Context: an optimization exercise on an open-source flow, tuned for small area. The choices shown serve that exercise and are no tape-out recipe. In this exercise RTL edits were held to simulation tests only and were not proved equivalent to the original. Power and IR drop assume default switching activity.

==> module RAM, before the edit <==
module RAM (
  input clk,
  input we_s,           
  input we_f,           
  input first,          
  input [9:0] din,      
  input [3:0] col,      
  output reg [7:0] dout
);
  reg [127:0] r0, r1, r2, r3, r4;
  wire [127:0] n0, n1, n2, n3, n4;
  function [127:0] step;
    input [127:0] r;
    input [6:0] es_a, es_b, ef_a, ef_b;
    input a, b, ws, wf, f;
    begin
      step = {r[126:0], r[127]};
      step[es_a] = (a & !f) | (r[es_a - 1] & !ws);
      step[es_b] = (b & !f) | (r[es_b - 1] & !ws);
      step[ef_a] = (a & f) | (r[ef_a - 1] & !wf);
      step[ef_b] = (b & f) | (r[ef_b - 1] & !wf);
    end
  endfunction
  assign n0 = step(r0, 7'd57, 7'd125, 7'd90, 7'd30,  din[0], din[5], we_s, we_f, first);
  assign n1 = step(r1, 7'd45, 7'd113, 7'd78, 7'd18,  din[1], din[6], we_s, we_f, first);
  assign n2 = step(r2, 7'd33, 7'd101, 7'd66, 7'd6,   din[2], din[7], we_s, we_f, first);
  assign n3 = step(r3, 7'd21, 7'd89,  7'd54, 7'd122, din[3], din[8], we_s, we_f, first);
  assign n4 = step(r4, 7'd9,  7'd77,  7'd42, 7'd110, din[4], din[9], we_s, we_f, first);
  always @(posedge clk) begin
    r0 <= n0; r1 <= n1; r2 <= n2; r3 <= n3; r4 <= n4;
  end
  integer i;
  always @* begin
    for (i = 0; i < 8; i = i + 1)
      case (col)
        4'd1, 4'd6:  dout[i] = r0[7-i];
        4'd2, 4'd7:  dout[i] = r1[7-i];
        4'd3, 4'd8:  dout[i] = r2[7-i];
        4'd4, 4'd9:  dout[i] = r3[7-i];
        default:     dout[i] = r4[7-i];
      endcase
  end
endmodule
==> module RAM_ctrl, before the edit <==
module RAM_ctrl (
  input [99:0] game_table,
  input clk,
  input rst_n,
  input data_valid,       
  input y_last,           
  input x_last,           
  input init,             
  output ready,
  output we_s,
  output we_f,
  output reg [9:0] din
);
  reg [3:0] b;
  reg [2:0] m;            
  integer jj, kk;
  always @* begin
    for (jj = 0; jj < 10; jj = jj + 1) begin
      din[jj] = 1'b0;
      for (kk = 0; kk < 10; kk = kk + 1)
        din[jj] = din[jj] | ((b == kk + 1) & game_table[10*kk + jj]);
    end
  end
  wire wr = (b != 4'd0) && (b < 4'd11);
  assign we_s = wr && !init;
  assign we_f = wr && init;
  assign ready = (b == 4'd13) && m[2] && m[0];     
  always @(posedge clk or negedge rst_n) begin
    if (!rst_n) begin
      b <= 4'd0;
      m <= 3'b000;                                    
    end else begin
      if (data_valid && y_last) begin
        if (x_last) begin b <= 4'd0; m <= 3'b001; end    
        else begin b <= 4'd11; m <= 3'b001; end           
      end else if (!ready) begin
        m <= {m[1:0], ~m[2]};
        if (m[1] && !m[2]) b <= b + 1'b1;              
      end
    end
  end
endmodule
==> module lcd_renderer, before the edit <==
module lcd_renderer (
  input clk,
  input rst_n,
  input [99:0] game_table,
  output LCD_rst,
  output [1:0] LCD_cs,
  output LCD_rw,
  output LCD_di,
  output [7:0] LCD_data,
  output LCD_en
);
  wire ready, out_valid, we_s, we_f, y_last, x_last, init;
  wire [9:0] din;
  wire [3:0] col;
  wire [7:0] tap;
  RAM_ctrl ram_c (
    .game_table(game_table), .clk(clk), .rst_n(rst_n), .data_valid(out_valid),
    .y_last(y_last), .x_last(x_last), .init(init), .ready(ready),
    .we_s(we_s), .we_f(we_f), .din(din)
  );
  RAM R1 (.clk(clk), .we_s(we_s), .we_f(we_f), .first(init), .din(din), .col(col), .dout(tap));
  LCD_control LCD_ctrl (
    .clk(clk), .rst_n(rst_n), .tap(tap), .ready(ready), .data_valid(out_valid),
    .col(col), .y_last(y_last), .x_last(x_last), .init(init),
    .LCD_di(LCD_di), .LCD_rw(LCD_rw), .LCD_en(LCD_en), .LCD_rst(LCD_rst),
    .LCD_cs(LCD_cs), .LCD_data(LCD_data)
  );
endmodule
clock: 10.0 ns
lec_check: 0
cap_margin: 20
core_margin: 2
core_utilization: 70
slew_margin: 20
buffer_ports_args: -buffer_cell sky130_fd_sc_hd__buf_1
cts_args: -sink_clustering_enable -repair_clock_nets -dont_use_dummy_load -buf_list sky130_fd_sc_hd__clkbuf_4 -sink_clustering_size 10 -sink_clustering_max_diameter 30
standard.sh (not shown) runs the stock make flow with config.mk's settings and CLKGATE_MAP_FILE= SYNTH_SCRIPT=/design/flow/synth_recipe.tcl, a recipe that flattens the netlist after the stock synthesis.
==> flow/flow/run.sh <==
#!/bin/bash
set -euo pipefail
cat >> config.mk <<'C'
export BUFFER_PORTS_ARGS = -buffer_cell sky130_fd_sc_hd__buf_1
export CTS_ARGS = -sink_clustering_enable -repair_clock_nets -dont_use_dummy_load -buf_list sky130_fd_sc_hd__clkbuf_4 -sink_clustering_size 10 -sink_clustering_max_diameter 30
C
bash standard.sh finish > make.log 2>&1
==> next run, changes <==
--- a/flow/design.v
+++ b/flow/design.v
@@ -1,34 +1,31 @@
 module RAM (
   input clk,
   input we_s,           
   input we_f,           
-  input first,          
   input [9:0] din,      
   input [3:0] col,      
   output reg [7:0] dout
 );
   reg [127:0] r0, r1, r2, r3, r4;
   wire [127:0] n0, n1, n2, n3, n4;
   function [127:0] step;
     input [127:0] r;
     input [6:0] es_a, es_b, ef_a, ef_b;
-    input a, b, ws, wf, f;
+    input a, b, ws, wf;
     begin
       step = {r[126:0], r[127]};
-      step[es_a] = (a & !f) | (r[es_a - 1] & !ws);
-      step[es_b] = (b & !f) | (r[es_b - 1] & !ws);
-      step[ef_a] = (a & f) | (r[ef_a - 1] & !wf);
-      step[ef_b] = (b & f) | (r[ef_b - 1] & !wf);
+      if (ws) begin step[es_a] = a; step[es_b] = b; end
+      if (wf) begin step[ef_a] = a; step[ef_b] = b; end
     end
   endfunction
-  assign n0 = step(r0, 7'd57, 7'd125, 7'd90, 7'd30,  din[0], din[5], we_s, we_f, first);
-  assign n1 = step(r1, 7'd45, 7'd113, 7'd78, 7'd18,  din[1], din[6], we_s, we_f, first);
-  assign n2 = step(r2, 7'd33, 7'd101, 7'd66, 7'd6,   din[2], din[7], we_s, we_f, first);
-  assign n3 = step(r3, 7'd21, 7'd89,  7'd54, 7'd122, din[3], din[8], we_s, we_f, first);
-  assign n4 = step(r4, 7'd9,  7'd77,  7'd42, 7'd110, din[4], din[9], we_s, we_f, first);
+  assign n0 = step(r0, 7'd57, 7'd125, 7'd90, 7'd30,  din[0], din[5], we_s, we_f);
+  assign n1 = step(r1, 7'd45, 7'd113, 7'd78, 7'd18,  din[1], din[6], we_s, we_f);
+  assign n2 = step(r2, 7'd33, 7'd101, 7'd66, 7'd6,   din[2], din[7], we_s, we_f);
+  assign n3 = step(r3, 7'd21, 7'd89,  7'd54, 7'd122, din[3], din[8], we_s, we_f);
+  assign n4 = step(r4, 7'd9,  7'd77,  7'd42, 7'd110, din[4], din[9], we_s, we_f);
   always @(posedge clk) begin
     r0 <= n0; r1 <= n1; r2 <= n2; r3 <= n3; r4 <= n4;
   end
   integer i;
   always @* begin
     for (i = 0; i < 8; i = i + 1)
@@ -53,19 +50,25 @@
   output we_s,
   output we_f,
   output reg [9:0] din
 );
   reg [3:0] b;
   reg [2:0] m;            
-  integer jj, kk;
   always @* begin
-    for (jj = 0; jj < 10; jj = jj + 1) begin
-      din[jj] = 1'b0;
-      for (kk = 0; kk < 10; kk = kk + 1)
-        din[jj] = din[jj] | ((b == kk + 1) & game_table[10*kk + jj]);
-    end
+    case (b)
+      4'd1: din = game_table[9:0];
+      4'd2: din = game_table[19:10];
+      4'd3: din = game_table[29:20];
+      4'd4: din = game_table[39:30];
+      4'd5: din = game_table[49:40];
+      4'd6: din = game_table[59:50];
+      4'd7: din = game_table[69:60];
+      4'd8: din = game_table[79:70];
+      4'd9: din = game_table[89:80];
+      default: din = game_table[99:90];
+    endcase
   end
   wire wr = (b != 4'd0) && (b < 4'd11);
   assign we_s = wr && !init;
   assign we_f = wr && init;
   assign ready = (b == 4'd13) && m[2] && m[0];     
   always @(posedge clk or negedge rst_n) begin
@@ -201,13 +204,13 @@
   wire [7:0] tap;
   RAM_ctrl ram_c (
     .game_table(game_table), .clk(clk), .rst_n(rst_n), .data_valid(out_valid),
     .y_last(y_last), .x_last(x_last), .init(init), .ready(ready),
     .we_s(we_s), .we_f(we_f), .din(din)
   );
-  RAM R1 (.clk(clk), .we_s(we_s), .we_f(we_f), .first(init), .din(din), .col(col), .dout(tap));
+  RAM R1 (.clk(clk), .we_s(we_s), .we_f(we_f), .din(din), .col(col), .dout(tap));
   LCD_control LCD_ctrl (
     .clk(clk), .rst_n(rst_n), .tap(tap), .ready(ready), .data_valid(out_valid),
     .col(col), .y_last(y_last), .x_last(x_last), .init(init),
     .LCD_di(LCD_di), .LCD_rw(LCD_rw), .LCD_en(LCD_en), .LCD_rst(LCD_rst),
     .LCD_cs(LCD_cs), .LCD_data(LCD_data)
   );
What happened: The changed run finished clean. Wire length decreases by about 9%. Fmax increases by about 0.8%. Sequential power barely changes. Cell count decreases by 0.61%. Non-clock buffer count decreases by 2.

## re-timing with driven ports
In the flow no input, the clock included, has a driving cell. The finished layouts below were timed again as built, in two steps.
Step 1: set_driving_cell puts a clkbuf_16 on clk and a buf_2 on each other input, an assumption about the parent block.
Step 2 also shifts input and output timing later by t, the mid clock arrival at the registers, as if the neighbouring blocks saw the same clock.
Three values: no drivers, after step 1, after step 2; two values: the first two.
run	shift t [ns]	slack for setup (ns)	clock arrival spread, ns	slew at the worst register clock pin (ns)
the first run	0.695	5.166 / 5.144 / 5.144	0.084 / 0.083	0.10 / 0.10
the second run	0.699	5.205 / 5.184 / 5.184	0.107 / 0.107	0.10 / 0.10
After both steps setup and hold are still met in every run listed. For the first run, which loses most, drivers alone change the setup slack by -0.022 ns; drivers and shift together by -0.022 ns.
